From an optimization exercise on the open Yosys and OpenROAD flow, aimed at small area, a short achievable clock period and few clock cycles; shortcuts taken in it are not production practice.
In this exercise RTL edits were held to simulation tests only and were not proved equivalent to the original.
The flow treats the clock pin as an ideal source, which a real chip does not have.
Power figures rest on the tool's default switching activity, not on a simulated workload.

==> flow/design.v, too long to show whole: its modules and the start of the top module <==
// module macci: 892 lines
module macci(input  wire  clk,
             input  wire  clk_en,
             input  wire  reset,
             input  wire  [7:0]  n,
             input  wire  start,
             output reg   done,
             input  wire  [31:0] dataa,
             input  wire  [31:0] datab,
             output wire  [31:0] result);
  // ...
==> flow/flow/run.sh <==
#!/bin/bash
# The standard layout (standard.sh: the standard flow's synthesis and ORFS's steps, same
# constraints), with these changes to how it is made:
#  - after the standard synthesis, flow/polarity.py removes the inverters that
#    synthesis leaves around full adders (same function, same flip-flops) and
#    the netlist is read in again;
#  - the timing repair steps aim for MARGIN ns of setup slack beyond the
#    constraints instead of 0, so they size the logic for a shorter period;
#  - the port buffers are sky130_fd_sc_hd__buf_1 (every port still gets one);
#  - CTS adds no dummy loads;
#  - after CTS, flow/skew.tcl delays the clock of the internal registers
#    between the multiplier stage and the accumulator stage (ps, pc, dq) by a
#    few clock buffers, moving slack from the second stage to the first.  No
#    register that an input port feeds or that feeds an output port is moved.
# Logs: log_*.log here, and each ORFS step's own log under orfs/logs/.
set -euo pipefail
cd "$(dirname "$0")/.."
MARGIN=7.4
R=orfs/results/$FLOW_PLATFORM/macci/base
KNOBS=("SETUP_SLACK_MARGIN=$MARGIN"
       "BUFFER_PORTS_ARGS=-buffer_cell sky130_fd_sc_hd__buf_1"
       "CTS_ARGS=-sink_clustering_enable -repair_clock_nets -dont_use_dummy_load")
bash standard.sh synth > log_synth.log 2>&1
python3 flow/polarity.py $R/1_2_yosys.v $R/1_2_yosys.pol.v > log_polarity.log 2>&1
cp $R/1_2_yosys.v $R/1_2_yosys.std.v
mv $R/1_2_yosys.pol.v $R/1_2_yosys.v
rm -f $R/1_synth.odb $R/1_synth.sdc
bash standard.sh "${KNOBS[@]}" cts > log_cts.log 2>&1
cp $R/4_cts.odb $R/4_cts.noskew.odb
SKEW_IN=$R/4_cts.noskew.odb SKEW_OUT=$R/4_cts.odb \
  SKEW_BUFS="sky130_fd_sc_hd__clkbuf_1 sky130_fd_sc_hd__clkbuf_1 sky130_fd_sc_hd__clkbuf_2 sky130_fd_sc_hd__clkbuf_8" \
  SKEW_REGS='^(ps|pc|dq)[^a-z]' openroad -exit -no_init flow/skew.tcl > log_skew.log 2>&1
bash standard.sh "${KNOBS[@]}" finish > log_layout.log 2>&1
==> flow/flow/polarity.py <==
#!/usr/bin/env python3
"""Inverter clean-up for a mapped sky130 netlist (Yosys write_verilog output).

Full adders are self-dual: FA(~a,~b,~c) = (~sum, ~cout); nand2 on
complemented inputs is the complement of nor2, a21oi of o21ai, and so on.
Synthesis leaves many inverters on full-adder pins; this script removes every
inverter that does not drive a port, then picks for each such cell whether to
build it (as itself or its dual) on complemented signals, and for each
xor2/xnor2 its output polarity (swapping xor2 <-> xnor2), to minimise the
area of the inverters still needed plus the area the swaps add, and adds one
inv_1 per signal that still needs its complement.
The function of the netlist is unchanged; flip-flops are not touched.

usage: polarity.py IN.v OUT.v
"""
import math
import random
import re
import sys

OUTPINS = {"X", "Y", "Q", "Q_N", "SUM", "COUT", "HI", "LO"}
LIB = "sky130_fd_sc_hd__"
ITERS = 1000000
LIBTXT = open("/OpenROAD-flow-scripts/flow/platforms/sky130hd/lib/sky130_fd_sc_hd__tt_025C_1v80.lib").read()

def main(inp, outp):
    src = open(inp).read()
    inst_re = re.compile(r"(?:\(\*[^)]*\*\)\s*)?(" + LIB + r"\w+)\s+(\\\S+\s|[\w$]+)\s*\((.*?)\);", re.S)
    insts = list(inst_re.finditer(src))
    header = src[: insts[0].start()]
    footer = src[insts[-1].end():]
    ports = set()
    m = re.search(r"module\s+\w+\s*\((.*?)\);", src, re.S)
    portnames = [p.strip() for p in m.group(1).split(",")]
    # every bit of an output port is a net whose driver must stay
    outs = set()
    for pm in re.finditer(r"output\s+(\[(\d+):(\d+)\]\s*)?(\w+)\s*;", header):
        if pm.group(1):
            hi, lo = int(pm.group(2)), int(pm.group(3))
            for i in range(min(hi, lo), max(hi, lo) + 1):
                outs.add(f"{pm.group(4)}[{i}]")
        else:
            outs.add(pm.group(4))
    cells = []
    for im in insts:
        typ, name, body = im.group(1), im.group(2).strip(), im.group(3)
        pins = [(p, n.strip()) for p, n in re.findall(r"\.(\w+)\(([^()]*)\)", body)]
        cells.append([typ, name, pins])
    kind = lambda t: t[len(LIB):].rsplit("_", 1)[0]
    driver = {}
    for ci, (typ, name, pins) in enumerate(cells):
        for p, n in pins:
            if p in OUTPINS:
                driver[n] = ci
    removable = set()
    for ci, (typ, name, pins) in enumerate(cells):
        if kind(typ) in ("inv", "clkinv"):
            y = dict(pins)["Y"]
            if y not in outs:
                removable.add(ci)

    def resolve(n):
        b = 0
        while n in driver and driver[n] in removable:
            n = dict(cells[driver[n]][2])["A"]
            b ^= 1
        return n, b

    # cells that can be rebuilt on complemented inputs, giving the complement:
    # kind -> (dual kind, pins that are not complemented)
    DUAL = {"fa": ("fa", ()), "maj3": ("maj3", ()), "buf": ("buf", ()),
            "mux2": ("mux2", ("S",)),
            "nand2": ("nor2", ()), "nor2": ("nand2", ()),
            "nand3": ("nor3", ()), "nor3": ("nand3", ()),
            "nand4": ("nor4", ()), "nor4": ("nand4", ()),
            "and2": ("or2", ()), "or2": ("and2", ()),
            "and3": ("or3", ()), "or3": ("and3", ()),
            "a21oi": ("o21ai", ()), "o21ai": ("a21oi", ()),
            "a22oi": ("o22ai", ()), "o22ai": ("a22oi", ()),
            "a21o": ("o21a", ()), "o21a": ("a21o", ()),
            "a22o": ("o22a", ()), "o22a": ("a22o", ()),
            "a211oi": ("o211ai", ()), "o211ai": ("a211oi", ()),
            "a31oi": ("o31ai", ()), "o31ai": ("a31oi", ()),
            "a32oi": ("o32ai", ()), "o32ai": ("a32oi", ()),
            "a221oi": ("o221ai", ()), "o221ai": ("a221oi", ())}
    area = {m.group(1): float(m.group(2)) for m in re.finditer(
        r'cell \("?' + LIB + r'(\w+)"?\)\s*\{.*?area\s*:\s*([0-9.]+)', LIBTXT, re.S)}
    def dual_type(typ):
        k = kind(typ)
        if k not in DUAL:
            return None
        size = typ.rsplit("_", 1)[1]
        d = f"{DUAL[k][0]}_{size}"
        if d not in area:
            return None
        return LIB + d
    FA = {ci for ci, c in enumerate(cells) if dual_type(c[0]) and kind(c[0]) not in ("buf",)}
    darea = {ci: area[dual_type(cells[ci][0])[len(LIB):]] - area[cells[ci][0][len(LIB):]] for ci in FA}
    fixedpins = {ci: DUAL[kind(cells[ci][0])][1] for ci in FA}
    XO = {ci for ci, c in enumerate(cells) if kind(c[0]) in ("xor2", "xnor2")}
    # consumers: (cell, pin, root, b); xor inputs never need an inverter
    cons = []
    for ci, (typ, name, pins) in enumerate(cells):
        if ci in removable:
            continue
        for p, n in pins:
            if p in OUTPINS:
                continue
            r, b = resolve(n)
            cons.append((ci, p, r, b))
    var = {ci: 0 for ci in FA | XO}
    rootcons = {}
    for k, (ci, p, r, b) in enumerate(cons):
        rootcons.setdefault(r, []).append(k)
    incons = {}
    for k, (ci, p, r, b) in enumerate(cons):
        incons.setdefault(ci, []).append(k)
    drives = {}
    for n, ci in driver.items():
        drives.setdefault(ci, []).append(n)

    def phase(r):
        ci = driver.get(r)
        return var.get(ci, 0) if ci is not None else 0

    def needs(k):
        ci, p, r, b = cons[k]
        if ci in XO:
            return 0
        return b ^ (var[ci] if ci in FA and p not in fixedpins[ci] else 0) ^ phase(r)

    cnt = {r: sum(needs(k) for k in ks) for r, ks in rootcons.items()}
    INV = 3.7536
    cost = INV * sum(1 for v in cnt.values() if v)
    start = cost

    def affected(ci):
        ks = set()
        for n in drives.get(ci, []):
            ks.update(rootcons.get(n, []))
        if ci in FA:
            ks.update(k for k in incons.get(ci, []) if cons[k][1] not in fixedpins[ci])
        return ks

    def flip(ci):
        nonlocal cost
        ks = affected(ci)
        roots = {cons[k][2] for k in ks}
        before = sum(1 for r in roots if cnt[r])
        for k in ks:
            cnt[cons[k][2]] -= needs(k)
        var[ci] ^= 1
        for k in ks:
            cnt[cons[k][2]] += needs(k)
        after = sum(1 for r in roots if cnt[r])
        d = INV * (after - before)
        if ci in darea:
            d += darea[ci] if var[ci] else -darea[ci]
        cost += d
        return d

    rng = random.Random(1)
    order = sorted(var)
    # simulated annealing over the flips, then a greedy pass
    temp = 2.0
    decay = (0.05 / 2.0) ** (1.0 / ITERS)
    for it in range(ITERS):
        ci = order[rng.randrange(len(order))]
        d = flip(ci)
        if d > 0 and rng.random() >= math.exp(-d / (INV * temp)):
            flip(ci)
        temp *= decay
    improved = True
    while improved:
        improved = False
        rng.shuffle(order)
        for ci in order:
            d = flip(ci)
            if d < -1e-9:
                improved = True
            elif d > 1e-9 or rng.random() < 0.5:
                flip(ci)
    ninv = sum(1 for v in cnt.values() if v)
    sys.stderr.write(f"inverters: {len(removable)} removed, {ninv} added; "
                     f"{sum(var[c] for c in FA)} of {len(FA)} cells rebuilt on complemented inputs; "
                     f"area change {cost - INV * len(removable) + 0.0:.1f} um2 (before: {start - INV * len(removable):.1f})\n")

    # rebuild
    invnet = {}
    body = []
    def lit(r, want_inv):
        if not want_inv:
            return r
        if r not in invnet:
            invnet[r] = f"_pol{len(invnet)}_"
        return invnet[r]
    def fmt(n):
        return n + " " if n.startswith("\\") else n
    newdecl = []
    for ci, (typ, name, pins) in enumerate(cells):
        if ci in removable:
            continue
        conn = []
        if ci in XO:
            ins = [(p, n) for p, n in pins if p not in OUTPINS]
            outn = [n for p, n in pins if p in OUTPINS][0]
            x = 1 if kind(typ) == "xnor2" else 0
            for p, n in ins:
                r, b = resolve(n)
                x ^= b ^ phase(r)
                conn.append((p, r))
            x ^= var[ci]
            size = typ.rsplit("_", 1)[1]
            typ = f"{LIB}{'xnor2' if x else 'xor2'}_{size}"
            conn.append(("Y" if x else "X", outn))
        else:
            for p, n in pins:
                if p in OUTPINS:
                    conn.append((p, n))
                else:
                    r, b = resolve(n)
                    inv = b ^ (var[ci] if ci in FA and p not in fixedpins[ci] else 0) ^ phase(r)
                    conn.append((p, lit(r, inv)))
            if ci in FA and var[ci]:
                typ = dual_type(typ)
        body.append(f"  {typ} {fmt(name)} (\n" + ",\n".join(f"    .{p}({fmt(n)})" for p, n in conn) + "\n  );\n")
    for r, y in invnet.items():
        body.append(f"  {LIB}inv_1 {y}inst (\n    .A({fmt(r)}),\n    .Y({y})\n  );\n")
    decl = "".join(f"  wire {y};\n" for y in invnet.values())
    open(outp, "w").write(header + decl + "".join(body) + footer)

if __name__ == "__main__":
    main(sys.argv[1], sys.argv[2])
==> flow/flow/skew.tcl <==
# Delays the clock of the registers between stage 1 and stage 2 (ps, pc, dq):
# for each clock-tree leaf net that drives some of them, a short chain of
# clock buffers is put between that net and those registers' clock pins.
# This is skew between internal register stages only: every path it helps or
# hurts starts and ends at a register of the design.
# env: SKEW_IN, SKEW_OUT (odb), SKEW_BUFS (buffer masters, first to last),
#      SKEW_REGS (regexp of register instance names)
read_db $::env(SKEW_IN)
set db [ord::get_db]
set block [ord::get_db_block]
set bufs $::env(SKEW_BUFS)
set re $::env(SKEW_REGS)
array set groups {}
foreach inst [$block getInsts] {
  if {![regexp $re [$inst getName]]} { continue }
  set ck [$inst findITerm CLK]
  if {$ck == "NULL"} { continue }
  set net [$ck getNet]
  lappend groups([$net getName]) $ck
}
set k 0
foreach netname [lsort [array names groups]] {
  set sinks $groups($netname)
  set sx 0; set sy 0
  foreach ck $sinks {
    set b [[$ck getInst] getBBox]
    set sx [expr {$sx + ([$b xMin] + [$b xMax]) / 2}]
    set sy [expr {$sy + ([$b yMin] + [$b yMax]) / 2}]
  }
  set cx [expr {$sx / [llength $sinks]}]
  set cy [expr {$sy / [llength $sinks]}]
  set drv [$block findNet $netname]
  set i 0
  foreach m $bufs {
    set master [$db findMaster $m]
    set inst [odb::dbInst_create $block $master "skewbuf_${k}_$i"]
    $inst setLocation $cx $cy
    $inst setPlacementStatus PLACED
    set out [odb::dbNet_create $block "skewnet_${k}_$i"]
    $out setSigType CLOCK
    [$inst findITerm A] connect $drv
    [$inst findITerm X] connect $out
    set drv $out
    incr i
  }
  foreach ck $sinks {
    $ck disconnect
    $ck connect $drv
  }
  puts "skew: [llength $sinks] registers on $netname behind $i buffers"
  incr k
}
detailed_placement
check_placement -verbose
write_db $::env(SKEW_OUT)
==> flow/standard.sh <==
#!/bin/bash
# synth_recipe.tcl (not shown) runs the flow's synth.tcl, then flattens the netlist and writes it again
# the make line also repeats each setting of config.mk as NAME=value (left out here)
make -C /OpenROAD-flow-scripts/flow DESIGN_CONFIG=/design/flow/config.mk WORK_HOME=/design/flow/orfs CLKGATE_MAP_FILE= SYNTH_SCRIPT=/design/flow/synth_recipe.tcl "${@:-finish}"
==> flow/config.mk <==
export PLATFORM = sky130hd
export DESIGN_NAME = macci
export DESIGN_NICKNAME = macci
export VERILOG_FILES = /design/flow/design.v
export SDC_FILE = /design/flow/constraint.sdc
export NUM_CORES = 4
export LEC_CHECK = 0
export ABC_AREA = 1
export CAP_MARGIN = 20
export CORE_MARGIN = 2
export CORE_UTILIZATION = 65
export SLEW_MARGIN = 20
==> flow/constraint.sdc <==
create_clock -name core_clock -period 11.0 [get_ports {clk}]
set_input_delay 2.2000 -clock core_clock [delete_from_list [all_inputs] [get_ports {clk}]]
set_output_delay 2.2000 -clock core_clock [all_outputs]
set_load 0.01 [all_outputs]
==> impl_metrics.yaml, run 1 <==
worst_setup_path:
  crit_buf_inv: 4
  timing.rr.end: "acc[24]$_DFF_PP0_"
  critical_path.startpoint: "clr1$_DFF_PP0_"
clock_network:
  path_clk_slew_ps: 80
  cts_setup_buffers: 18
  clockBufferDepth: 2
sta:
  finalCritPeriodShare_pct: 31.5
  finalWorstSetupSlack_ps: 7540
  fin_worst_skew_ps: 514
worst_hold_path:
  worstHoldPathCells: 1
status:
  status: "no timing/DRC/antenna violations"
route:
  dr.pass1.iters: 8
  wl_met3_mm: 4.42
  drt_iter0_drc: 1520
  routed_wl_mm: 49.9
  met2WireLength_mm: 22.9
  num_vias: 14100
logic_synthesis:
  synth_area_um2: 17200
  syn_nets: 2191
job:
  cap_violations: 0
placed_design:
  dpl.hpwl_mm: 34.0
  io_buffers: 102
power_and_ir_drop:
  powerDensity_nw_per_um2: 307
cells_and_area:
  instances_no_fill: 2256
  final_area_um2: 19200
Testbench counts, summed over its fixed seeds: cycles 5,395.
==> run 2, diff against run 1 <==
--- a/flow/config.mk
+++ b/flow/config.mk
@@ -8,5 +8,5 @@
 export ABC_AREA = 1
 export CAP_MARGIN = 20
 export CORE_MARGIN = 2
-export CORE_UTILIZATION = 65
+export CORE_UTILIZATION = 70
 export SLEW_MARGIN = 20
==> impl_metrics.yaml, run 2 <==
cells_and_area:
  drive_gt1_share_pct: 10.6
  diodes: 0
  final_common_cell: "o22ai_1"
  final_cell_mix: "232 x o22ai_1, 222 x xor2_1, 221 x nand2_1, 209 x fa_1, 159 x nor2_1"
  nets: 2295
  reg_top3: "acc: 32 flops, arn: 32 flops, ps: 32 flops"
  area_delta_synth_final_pct: 13.2
worst_setup_path:
  critical_path.cell_chain: "fa_1, fa_1, ha_1, a21oi_1, a21boi_0, o21ai_0, a21oi_1, nand2_1, xor2_1"
  worst-setup-path-type: "reg2reg"
  cp_slowest_stage_delay_ps: 570
  required_ps: 11310
  worst-path-max-fanout: 5
  cp_data_arrival_time_ps: 3730
  rr_worst_depth: 9
  worst_setup_path_start_kind: "flop"
  rr_startpoint: "ps[27]$_DFF_PP0_"
  r2r_setup_slack_ps: 7580
  timing.rr.end: "acc[29]$_DFF_PP0_"
  slowest_stage: "fa_1"
  critical_path.startpoint: "ps[27]$_DFF_PP0_"
  crit_path_end_kind: "flop"
clock_network:
  cts_tree: "done"
  cts-root-buf: "clkbuf_16"
  path_clk_slew_ps: 60
  clockBufferDepth: 2
  clkSinkCount: 186
  cts_hold_buf: 0
  numCtsBuffers: 17
  htree_num_levels: 4
  clk-insertion-delay-late_ps: 1070
worst_hold_path:
  worstHoldPathCells: 0
  hold_path_end: "dq[0]$_DFF_PP0_"
  min_from: "neg[12]$_DFF_P_"
  worstHoldPathType: "reg2reg"
die:
  ios: 109
  fp.dieW_um: 161
  die-area_um2: 25800
  die_h_um: 161
  num_rows: 57
  core_um2: 24200
  initial_core_util_pct: 71.0
sta:
  finalCritPeriodShare_pct: 31.1
  worst_slew_pin_slew_ps: 736
  finalSetupViolations: 0
  drv_slew: 0
  tns_ps: 0
  finalHoldViolCount: 0
  worst_hold_slack_ps: 266
  fin_worst_skew_ps: 650
  slew_headroom_pct: 50.6
  rsz0062_at_grt: "no"
  max_freq_mhz: 292
  layout_min_cycle_time_ps: 3420
power_and_ir_drop:
  p_leak_nw: 8.48
  vdd_drop_max_v: 0.000247
  powerDensity_nw_per_um2: 306
logic_synthesis:
  synth_warnings: 1
  synth_area_um2: 17200
  syn_nets: 2191
  synthCells: 1827
  avgSynthCellArea_um2: 9.39
route:
  avgRoutedWirePerCell_um: 23.4
  num_vias: 14700
  routed_wl_mm: 52.7
  drcViolationCount: 0
  drt_iter0_drc: 1864
  ant_nets: 0
  dr.pass1.iters: 6
  avgViaCountPerCell: 6.53
global_route:
  antenna_found_initial: 1
  grt_pass1_wl_mm: 82.9
  overflow: 0
  grt_max_degree: 76
  grt_usage_pct: 42.6
  grt_pass1_vias: 15500
status:
  status: "no timing/DRC/antenna violations"
placed_design:
  dpl.hpwl_mm: 33.5
  io_buffers: 102
  gp_congestion: 0.987
job:
  cap_violations: 0
-- run 2: changes by cell type in the layout (fill, tap and decap cells not counted), moves of 4 or more --
cell	previous run	this run
dfxtp_2	23	28
clkbuf_1	26	22
xnor2_1	80	88
buf_4	24	37
dfxtp_1	41	35
xnor2_2	14	6
o22ai_2	2	10
buf_12	13	18
o22ai_1	241	232
-- run 2: repair_timing --
item | in CTS | in global routing
gates resized for setup | 154 | 1
setup endpoints to repair | 43 | 1
gates cloned | 10 | 0
setup buffers | 35 | 0
pin swaps | 31 | 0
-- run 2: stage by stage --
step           setup WS, ps  instance area, µm²  cells  power, W  utilization, %
2_1_floorplan          7400               17200   1827   0.00391               -
3_3_place_gp           6620               17600   2147   0.00493            72.8
3_5_place_dp           6530               17600   2147   0.00502            72.8
4_1_cts                7340               19100   2209   0.00563            79.1
5_1_grt                7430               19400   2253   0.00646            80.4
6_report               7580               19400   2253   0.00594            80.4
-- run 2: where the power goes --
group / total [W] / internal (W) / switching (W)
sequential: 0.00111 / 0.000944 / 0.000169
clock: 0.000737 / 0.000413 / 0.000324
combinational: 0.00409 / 0.00161 / 0.00248
total: 0.00594 / 0.00297 / 0.00297
-- run 2: critical path: cells and delay by family, from the launching register on --
family	cells	cell delay (ps)
and+or+nand+nor	1	100
xor gates and xnor gates	1	150
DFF	1	410
AOI/OAI and AO/OA	4	740
adders and majority gates	3	1420
-- run 2: routing by layer --
metal  routed length, µm  vias up  track usage (%)
li1                    -     6235                -
met1               17900     6930             50.6
met2               24000     1149             67.0
met3                5930      401             11.0
met4                4930        2             31.9
met5                  13        -                0
-- run 2: final cells by class --
class                           count  area [µm²]
Buffer                             44         289
Clock buffer                       17         425
Fill cell                        1514        4750
Inverter                          113         454
Multi-Input combinational cell   1396       12100
Sequential cell                   186        4350
Tap cell                          324         405
Timing Repair Buffer              172        1390
Timing Repair inverter              1        7.51
-- run 2: worst max-delay path by stage --
stage                        end  slack (ps)  depth (start not counted)
2_1_floorplan   pc[31]$_DFF_PP0_        7400                         18
3_3_place_gp    pc[22]$_DFF_PP0_        6620                          7
3_5_place_dp    pc[22]$_DFF_PP0_        6530                          7
4_1_cts         pc[22]$_DFF_PP0_        7340                          9
5_1_grt        acc[24]$_DFF_PP0_        7430                         11
6_report       acc[29]$_DFF_PP0_        7580                          9

==> port drivers added, routing unchanged <==
No port has a modelled driver above. Below, the same layouts with a new extraction and two added sets of constraints.
Step 1: set_driving_cell puts a clkbuf_16 on clk and a buf_2 on each other input, an assumption about the parent block.
Step 2, shift: input delay + t, output delay - t, t = (earliest + latest rising clock arrival at the registers) / 2. This alone moves slack from input paths to output paths.
Three values: ideal ports, drivers, drivers and shift; two values: the first two.
run | t (ns) | setup WS [ns] | hold slack, ns | latest minus earliest clock arrival (ns) | worst slew at a driven data input, ns | cell pins on the clock port's net
run 1 | 0.723 | 7.536 / 7.536 / 7.364 | 0.308 / 0.308 / 0.308 | 0.531 / 0.531 | 0.04 | 1
run 2 | 0.793 | 7.581 / 7.581 / 7.285 | 0.266 / 0.266 / 0.266 | 0.664 / 0.663 | 0.04 | 1
In run 1 and run 2 the clock reaches the registers at very different times; t lies between them, and the last value is a rough guide only. For run 2, which loses most, drivers alone change the setup slack by 0.000 ns; drivers and shift together by -0.296 ns. Setup slack includes reset recovery checks.
